This is an optimization exercise on Yosys and OpenROAD, whose aim is small area, not a production implementation.
RTL that was checked went through simulation tests only; none was proved equivalent to the original.
Power and IR drop assume default switching activity.

== job 9786 ==
Design axi2uart_top, start of the top module:
module axi2uart_top (
   s_axi_arready, s_axi_rdata, s_axi_rresp, s_axi_rvalid,
   s_axi_awready, s_axi_wready, s_axi_bresp, s_axi_bvalid,
   uart_irq, uart_tx,
   clk, rst_n, s_axi_araddr,
   s_axi_arvalid, s_axi_rready, s_axi_awaddr,
   s_axi_awvalid, s_axi_wdata, s_axi_wstrb, s_axi_wvalid,
   s_axi_bready, uart_rx
   );
For scale: about 1300 cells after synthesis, about 460 flip-flops, ~97 I/O pins, roughly 18000 µm² of cells after synthesis.
Settings: LEC_CHECK=0, CAP_MARGIN=20, CORE_MARGIN=2, CORE_UTILIZATION=60, CTS_BUF_LIST=sky130_fd_sc_hd__clkbuf_8, CTS_CLUSTER_DIAMETER=60, CTS_CLUSTER_SIZE=20, SLEW_MARGIN=20; clock period 10.0 ns.
standard.sh (not shown) runs the stock make flow with config.mk's settings and CLKGATE_MAP_FILE= SYNTH_SCRIPT=/design/flow/synth_recipe.tcl, a recipe that flattens the netlist after the stock synthesis.
==> flow/flow/run.sh <==
#!/bin/bash
# Standard ORFS layout with three changes to how it is made:
#  - ABC maps the logic with an area-oriented script (flow/abc_area.script);
#    the registers come from the same Yosys steps as the standard synthesis;
#  - CTS inserts no dummy loads;
#  - port buffers start as buf_1 (the resizer may upsize them).
set -euo pipefail
here=$PWD
rm -rf "$here/scripts"
cp -r "$FLOW_HOME/scripts" "$here/scripts"
cp "$here/flow/abc_area.script" "$here/scripts/abc_speed.script"
bash standard.sh SCRIPTS_DIR="$here/scripts" synth > "$here/log_synth.log" 2>&1
bash standard.sh SCRIPTS_DIR="$here/scripts" \
  CTS_ARGS="-sink_clustering_enable -repair_clock_nets -sink_clustering_size 10 -sink_clustering_max_diameter 40 -buf_list sky130_fd_sc_hd__clkbuf_4 -dont_use_dummy_load" \
  BUFFER_PORTS_ARGS="-buffer_cell sky130_fd_sc_hd__buf_1" \
  finish > "$here/log_layout.log" 2>&1
==> flow/flow/abc_area.script <==
&get -n
&st
&syn2
&dch -f
&nf -a
&put
topo
Changes in job 7766 relative to job 9786:
# job 9786
export LEC_CHECK = 0
export CAP_MARGIN = 20
export CORE_MARGIN = 2
export CORE_UTILIZATION = 60
export CTS_BUF_LIST = sky130_fd_sc_hd__clkbuf_8
export CTS_CLUSTER_DIAMETER = 60
export CTS_CLUSTER_SIZE = 20
export SLEW_MARGIN = 20
create_clock -name core_clock -period 10.0 [get_ports {clk}]
# job 7766
export LEC_CHECK = 0
export CAP_MARGIN = 20
export CORE_MARGIN = 2
export CORE_UTILIZATION = 70
export SLEW_MARGIN = 20
create_clock -name core_clock -period 10.0 [get_ports {clk}]
--- a/flow/flow/run.sh
+++ b/flow/flow/run.sh
@@ -1,7 +1,10 @@
 #!/bin/bash
-# Standard ORFS layout with three changes to how it is made:
+# Standard ORFS layout with these changes to how it is made:
 #  - ABC maps the logic with an area-oriented script (flow/abc_area.script);
 #    the registers come from the same Yosys steps as the standard synthesis;
-#  - CTS inserts no dummy loads;
+#  - CTS uses small clock buffers in small clusters and inserts no dummy loads;
+#  - one tie cell drives all constant outputs (no tie fanout repair);
 #  - port buffers start as buf_1 (the resizer may upsize them).
+# Each tool's output goes to the logs under orfs/logs; make's own output to
+# log_synth.log and log_layout.log here.
 set -euo pipefail
@@ -14,2 +17,3 @@
   CTS_ARGS="-sink_clustering_enable -repair_clock_nets -sink_clustering_size 10 -sink_clustering_max_diameter 40 -buf_list sky130_fd_sc_hd__clkbuf_4 -dont_use_dummy_load" \
+  SKIP_REPAIR_TIE_FANOUT=1 \
   BUFFER_PORTS_ARGS="-buffer_cell sky130_fd_sc_hd__buf_1" \
==> flow/flow/abc_area.script <==
&get -n
&st
&syn3
&dch -f
&nf -a
&st
&syn3
&dch -f
&nf -a
&put
topo
Results
- Diff job 9786 -> job 7766 | number of instances in the synthesized netlist | down by a few percent
- Critical path depth in cells in job 7766 is 2.7% below job 9786.
- Job 7766 vs. job 9786: initial cell density of the core grew by 10 points, die area shrank by about 15%, count of clock-buffer cells in the layout shrank by 3.
Changes in job 200 relative to job 7766:
--- a/flow/flow/run.sh
+++ b/flow/flow/run.sh
@@ -16,3 +16,3 @@
 bash standard.sh SCRIPTS_DIR="$here/scripts" \
-  CTS_ARGS="-sink_clustering_enable -repair_clock_nets -sink_clustering_size 10 -sink_clustering_max_diameter 40 -buf_list sky130_fd_sc_hd__clkbuf_4 -dont_use_dummy_load" \
+  CTS_ARGS="-sink_clustering_enable -repair_clock_nets -sink_clustering_size 11 -sink_clustering_max_diameter 60 -buf_list sky130_fd_sc_hd__clkbuf_4 -dont_use_dummy_load" \
   SKIP_REPAIR_TIE_FANOUT=1 \
Notes after the runs:
- Job 200 and job 7766 all finish clean.
- Changes observed in job 200 relative to job 7766: cell count went down about 0.4%, switching component of the power went down about 0.3%, relative area change from synthesis to final layout went down 0.29 points, final cycle utilization of the critical path held.

========
Starting RTL as in the previous note.
Design axi2uart_top, start of the top module:
module axi2uart_top (
   s_axi_arready, s_axi_rdata, s_axi_rresp, s_axi_rvalid,
   s_axi_awready, s_axi_wready, s_axi_bresp, s_axi_bvalid,
   uart_irq, uart_tx,
   clk, rst_n, s_axi_araddr,
   s_axi_arvalid, s_axi_rready, s_axi_awaddr,
   s_axi_awvalid, s_axi_wdata, s_axi_wstrb, s_axi_wvalid,
   s_axi_bready, uart_rx
   );
==> flow/config.mk <==
export PLATFORM = sky130hd
export DESIGN_NAME = axi2uart_top
export DESIGN_NICKNAME = axi2uart_top
export VERILOG_FILES = /design/flow/design.v
export SDC_FILE = /design/flow/constraint.sdc
export NUM_CORES = 4
export LEC_CHECK = 0
export CAP_MARGIN = 20
export CORE_MARGIN = 2
export CORE_UTILIZATION = 70
export GPL_ROUTABILITY_DRIVEN = 0
export GPL_TIMING_DRIVEN = 0
export PLACE_DENSITY = 0.85
export SLEW_MARGIN = 20
==> flow/constraint.sdc <==
create_clock -name core_clock -period 10.0 [get_ports {clk}]
set_input_delay 2.0000 -clock core_clock [delete_from_list [all_inputs] [get_ports {clk}]]
set_output_delay 2.0000 -clock core_clock [all_outputs]
set_load 0.01 [all_outputs]
==> flow/flow/run.sh <==
#!/bin/bash
# Standard ORFS layout with these changes to how it is made:
#  - ABC maps the logic with an area-oriented script (flow/abc_area.script);
#    the registers come from the same Yosys steps as the standard synthesis;
#  - CTS uses small clock buffers in small clusters and inserts no dummy loads;
#  - one tie cell drives all constant outputs (no tie fanout repair);
#  - port buffers start as buf_1 (the resizer may upsize them).
# Each tool's output goes to the logs under orfs/logs; make's own output to
# log_synth.log and log_layout.log here.
set -euo pipefail
here=$PWD
rm -rf "$here/scripts"
cp -r "$FLOW_HOME/scripts" "$here/scripts"
cp "$here/flow/abc_area.script" "$here/scripts/abc_speed.script"
bash standard.sh SCRIPTS_DIR="$here/scripts" synth > "$here/log_synth.log" 2>&1
bash standard.sh SCRIPTS_DIR="$here/scripts" \
  CTS_ARGS="-sink_clustering_enable -repair_clock_nets -sink_clustering_size 10 -sink_clustering_max_diameter 40 -buf_list sky130_fd_sc_hd__clkbuf_4 -dont_use_dummy_load" \
  SKIP_REPAIR_TIE_FANOUT=1 \
  BUFFER_PORTS_ARGS="-buffer_cell sky130_fd_sc_hd__buf_1" \
  finish > "$here/log_layout.log" 2>&1
==> flow/flow/abc_area.script <==
&get -n
&st
&syn3
&dch -f
&nf -a
&st
&syn3
&dch -f
&nf -a
&put
topo
The baseline completed with no timing, DRC or antenna violations.
Next try:
CORE_UTILIZATION = 60   (was 70)
CTS_BUF_LIST = sky130_fd_sc_hd__clkbuf_8   (was default)
CTS_CLUSTER_DIAMETER = 60   (was default)
CTS_CLUSTER_SIZE = 20   (was default)
GPL_ROUTABILITY_DRIVEN = default   (was 0)
GPL_TIMING_DRIVEN = default   (was 0)
PLACE_DENSITY = default   (was 0.85)
Outcome: The changed run completed without violations. Fmax is higher by 5.8%. Non-clock buffer count is lower by 24. Worst hold slack is better by 3.8 ps. Setup slack is better by 440 ps. Core utilization is lower by 12 points. Die area is higher by 16%. Cell count is higher by 2.4%. Wire length is higher by 3.8%. Global-route usage is lower by 2.9 points. First-iteration DRC count is lower by 27%.

========
Setup of run 1:
axi2uart_top, a different RTL version from the one above (not shown whole).
Size in the first run: ~1500 cells after synthesis, ~460 flip-flops, roughly 20000 um2 of cells after synthesis.
Design axi2uart_top, start of the top module:
module axi2uart_top (
   s_axi_arready, s_axi_rdata, s_axi_rresp, s_axi_rvalid,
   s_axi_awready, s_axi_wready, s_axi_bresp, s_axi_bvalid,
   uart_irq, uart_tx,
   clk, rst_n, s_axi_araddr,
   s_axi_arvalid, s_axi_rready, s_axi_awaddr,
   s_axi_awvalid, s_axi_wdata, s_axi_wstrb, s_axi_wvalid,
   s_axi_bready, uart_rx
   );
export LEC_CHECK = 0
export CAP_MARGIN = 20
export CORE_MARGIN = 2
export CORE_UTILIZATION = 40
export CTS_BUF_LIST = sky130_fd_sc_hd__clkbuf_8
export CTS_CLUSTER_DIAMETER = 60
export CTS_CLUSTER_SIZE = 20
export SLEW_MARGIN = 20
create_clock -name core_clock -period 10.0 [get_ports {clk}]
run.sh (not shown) runs the stock make flow with config.mk's settings and CLKGATE_MAP_FILE= SYNTH_SCRIPT=/design/flow/synth_recipe.tcl, a recipe that flattens the netlist after the stock synthesis.
Stock flow here: none of the scripts above is used.
Run 1: done, clean on timing, DRC and antenna
Modified inputs, run 2 compared to run 1
- swapping sky130_fd_sc_hd__clkbuf_8 for sky130_fd_sc_hd__clkbuf_16 in CTS_BUF_LIST
- swapping 20 for 35 in CTS_CLUSTER_SIZE
Findings:
- Power density normalized to cell area went up by a little under 10% going from run 1 to run 2.
- Run 2 completed; timing, DRC and antenna clean
- As far as die area goes, run 2 and run 1 are indistinguishable; the numbers are identical.
- Status: final standard cell count with taps included and fillers excluded parity (run 1, run 2)
- | first-pass GRT wire length | run 2 vs run 1 | ≈ equal |
- Part of the cycle the worst path needs delta (run 2 -> run 1): insignificant
- Diff run 1..run 2 | least setup slack across all paths after layout | negligible
- Of the two candidates, run 1 has the better final area and run 2 the worse one.
Setup changes, run 2 to run 3
- changing CORE_UTILIZATION from 40 to 60
- changing CTS_BUF_LIST from sky130_fd_sc_hd__clkbuf_16 to sky130_fd_sc_hd__clkbuf_8
- changing CTS_CLUSTER_SIZE from 35 to 20
Findings:
Across run 2 and run 3, none had a timing, DRC or antenna violation. On run 3: maximum frequency is 0.32% lower than what run 2 gave. Of run 3 and run 2, it is run 3 that has the lower post-layout worst setup margin. Per the comparison of run 3 with run 2, standard-cell row count has decreased, half-perimeter wire length after detailed placement has decreased, biggest cell delay along the critical path has increased, final hold slack has remained practically unchanged. Run 3 vs. run 2: filler cell count went down by about 44%. In the tables for run 2 and run 3, combinational power share reads lower with run 2. Run 3 ended up with a lower design area than run 2 did. Areal power density over the cells (run 3 over run 2): decrease, about 8%.
No run of this note included a check of the RTL's function; only the layout flow was run.

========
RTL: one of the versions met above, not the one the previous note started from.
For scale: ~1300 cells after synthesis, about 97 I/O pins, ~18000 µm² of cells after synthesis.
export LEC_CHECK = 0
export CAP_MARGIN = 20
export CORE_MARGIN = 2
export CORE_UTILIZATION = 80
export SLEW_MARGIN = 20
create_clock -name core_clock -period 10.0 [get_ports {clk}]
standard.sh (not shown) runs the stock make flow with config.mk's settings and CLKGATE_MAP_FILE= SYNTH_SCRIPT=/design/flow/synth_recipe.tcl, a recipe that flattens the netlist after the stock synthesis.
==> flow/flow/run.sh <==
#!/bin/bash
# Standard ORFS layout with these changes to how it is made:
#  - ABC maps the logic with an area-oriented script (flow/abc_area.script);
#    the registers come from the same Yosys steps as the standard synthesis;
#  - CTS uses small clock buffers in small clusters and inserts no dummy loads;
#  - one tie cell drives all constant outputs (no tie fanout repair);
#  - port buffers start as buf_1 (the resizer may upsize them).
# Each tool's output goes to the logs under orfs/logs; make's own output to
# log_synth.log and log_layout.log here.
set -euo pipefail
here=$PWD
rm -rf "$here/scripts"
cp -r "$FLOW_HOME/scripts" "$here/scripts"
cp "$here/flow/abc_area.script" "$here/scripts/abc_speed.script"
bash standard.sh SCRIPTS_DIR="$here/scripts" synth > "$here/log_synth.log" 2>&1
bash standard.sh SCRIPTS_DIR="$here/scripts" \
  CTS_ARGS="-sink_clustering_enable -repair_clock_nets -sink_clustering_size 11 -sink_clustering_max_diameter 60 -buf_list sky130_fd_sc_hd__clkbuf_4 -dont_use_dummy_load" \
  SKIP_REPAIR_TIE_FANOUT=1 \
  BUFFER_PORTS_ARGS="-buffer_cell sky130_fd_sc_hd__buf_1" \
  finish > "$here/log_layout.log" 2>&1
Scripts as last shown in full above: flow/flow/abc_area.script
The baseline finished clean.
Next try:
--- a/flow/flow/run.sh
+++ b/flow/flow/run.sh
@@ -16,3 +16,3 @@
 bash standard.sh SCRIPTS_DIR="$here/scripts" \
-  CTS_ARGS="-sink_clustering_enable -repair_clock_nets -sink_clustering_size 11 -sink_clustering_max_diameter 60 -buf_list sky130_fd_sc_hd__clkbuf_4 -dont_use_dummy_load" \
+  CTS_ARGS="-sink_clustering_enable -repair_clock_nets -sink_clustering_size 10 -sink_clustering_max_diameter 40 -buf_list sky130_fd_sc_hd__clkbuf_4 -dont_use_dummy_load" \
   SKIP_REPAIR_TIE_FANOUT=1 \
Settings changed: CAP_MARGIN 20 to 0, CORE_UTILIZATION 80 to 70, SLEW_MARGIN 20 to 0.
Effect: Combinational power stays flat; clock power climbs by 4.5%; die area climbs by 14%; clock-buffer cell count climbs by 7; fmax is about the same; synthesized area stays the same; routed wire length drops by 1.9%.
Next try:
Settings changed: CAP_MARGIN 0 to 20, CORE_UTILIZATION 70 to 80, SLEW_MARGIN 0 to 20.
What happened: Power rises slightly; global-route usage rose by 4.9 points; register-to-register slack got worse by 0.03 ns; cell area is about the same; setup slack got worse by 0.030 ns; wire length grows by a few percent; hold slack gains 0.034 ns; die area came out lower by roughly a tenth.
Next try:
--- a/flow/flow/run.sh
+++ b/flow/flow/run.sh
@@ -16,3 +16,3 @@
 bash standard.sh SCRIPTS_DIR="$here/scripts" \
-  CTS_ARGS="-sink_clustering_enable -repair_clock_nets -sink_clustering_size 10 -sink_clustering_max_diameter 40 -buf_list sky130_fd_sc_hd__clkbuf_4 -dont_use_dummy_load" \
+  CTS_ARGS="-sink_clustering_enable -repair_clock_nets -sink_clustering_size 6 -sink_clustering_max_diameter 30 -buf_list sky130_fd_sc_hd__clkbuf_2 -dont_use_dummy_load" \
   SKIP_REPAIR_TIE_FANOUT=1 \
Settings changed: CORE_UTILIZATION 80 to 70.
Result:
- wire length came out lower by 1.5%
- synthesized cell count stays the same
- sequential share of layout area came out lower by 0.35 points
- global-route usage came out lower by 4.5 points
- setup slack loses 0.032 ns
- core utilization came out lower by 11 points
- flip-flop and latch count stays the same

========
RTL: one of the versions met above, not the one the previous note started from.
Size: about 1500 cells after synthesis, about 460 flip-flops, roughly 97 I/O pins, about 20000 um^2 of cells after synthesis.
Settings: LEC_CHECK=0, CAP_MARGIN=20, CORE_MARGIN=2, CORE_UTILIZATION=60, CTS_BUF_LIST=sky130_fd_sc_hd__clkbuf_8, CTS_CLUSTER_DIAMETER=60, CTS_CLUSTER_SIZE=20, SLEW_MARGIN=20; clock period 10.0 ns.
==> flow/flow/run.sh <==
#!/bin/bash
# Standard ORFS layout, with CTS dummy loads disabled and small port buffers.
set -euo pipefail
bash standard.sh \
  CTS_ARGS="-sink_clustering_enable -repair_clock_nets -sink_clustering_size 20 -sink_clustering_max_diameter 60 -buf_list sky130_fd_sc_hd__clkbuf_8 -dont_use_dummy_load" \
  BUFFER_PORTS_ARGS="-buffer_cell sky130_fd_sc_hd__buf_1" \
  finish > flow_make.log 2>&1
The starting point produced a clean layout.
Edit:
==> flow/run.sh (new file) <==
#!/bin/bash
# synth_recipe.tcl (not shown) runs the flow's synth.tcl, then flattens the netlist and writes it again
# the make line also repeats each setting of config.mk as NAME=value (left out here)
make -C /OpenROAD-flow-scripts/flow DESIGN_CONFIG=/design/flow/config.mk WORK_HOME=/design/flow/orfs CLKGATE_MAP_FILE= SYNTH_SCRIPT=/design/flow/synth_recipe.tcl finish
--- a/flow/config.mk
+++ b/flow/config.mk
@@ -8,7 +8,4 @@
 export CAP_MARGIN = 20
 export CORE_MARGIN = 2
-export CORE_UTILIZATION = 60
-export CTS_BUF_LIST = sky130_fd_sc_hd__clkbuf_8
-export CTS_CLUSTER_DIAMETER = 60
-export CTS_CLUSTER_SIZE = 20
+export CORE_UTILIZATION = 40
 export SLEW_MARGIN = 20
removed: flow/flow/run.sh
removed: flow/standard.sh
The changed run finished with timing, DRC and antenna clean.
Total power came out higher by a quarter to a third.
Global-route usage falls by 7.3 points.
Die area is higher by well over a third.
Wire length rises by a little under a tenth.
Sequential cell count does not change.
Worst hold slack got worse by 0.0093 ns.
Worst setup slack loses 0.81 ns.
Fmax shrinks by about a fifth.
No functional check of the RTL was part of any run of this note.

==> static timing again, ports no longer ideal <==
The results above use ideal ports. As a check the final layouts listed here were re-extracted and re-timed, cells and wires unchanged.
Step 1 (the two cells are an assumption about what drives the block):
set clk [get_ports {clk}]
set_driving_cell -lib_cell sky130_fd_sc_hd__clkbuf_16 $clk
set_driving_cell -lib_cell sky130_fd_sc_hd__buf_2 [delete_from_list [all_inputs] $clk]
Step 2 adds t to the input delays and takes it off the output delays; t is the mean of the earliest and latest rising clock arrival at the registers after step 1. Input paths then give back, and output paths get back, about the clock's delay inside the block.
Slacks: no drivers / after step 1 / after step 2; pairs: no drivers / after step 1.
run | t, ns | slack for setup (ns) | worst slew at a driven data input, ns
job 9786 | 0.732 | 1.897 / 1.897 / 1.897 | 0.04
job 7766 | 0.741 | 2.449 / 2.449 / 2.449 | 0.06
job 200 | 0.727 | 2.438 / 2.438 / 2.438 | 0.06
the first run of note 2 | 0.750 | 1.976 / 1.976 / 1.976 | 0.08
the second run of note 2 | 0.764 | 2.416 / 2.416 / 2.416 | 0.09
run 1 | 0.631 | 4.731 / 4.708 / 4.708 | 0.07
run 2 | 0.645 | 4.733 / 4.711 / 4.711 | 0.08
run 3 | 0.611 | 4.716 / 4.687 / 4.687 | 0.10
the first run of note 4 | 0.746 | 2.446 / 2.446 / 2.446 | 0.06
the second run of note 4 | 0.740 | 2.458 / 2.458 / 2.458 | 0.05
the third run of note 4 | 0.752 | 2.427 / 2.427 / 2.427 | 0.06
the fourth run of note 4 | 0.897 | 2.396 / 2.396 / 2.396 | 0.06
the first run of note 5 | 0.595 | 5.542 / 5.521 / 5.521 | 0.10
the second run of note 5 | 0.628 | 4.730 / 4.708 / 4.708 | 0.08
After both steps every run listed still meets setup and hold. The setup slack of run 3, which loses most, moves by -0.029 ns with the drivers and by -0.029 ns with both steps.
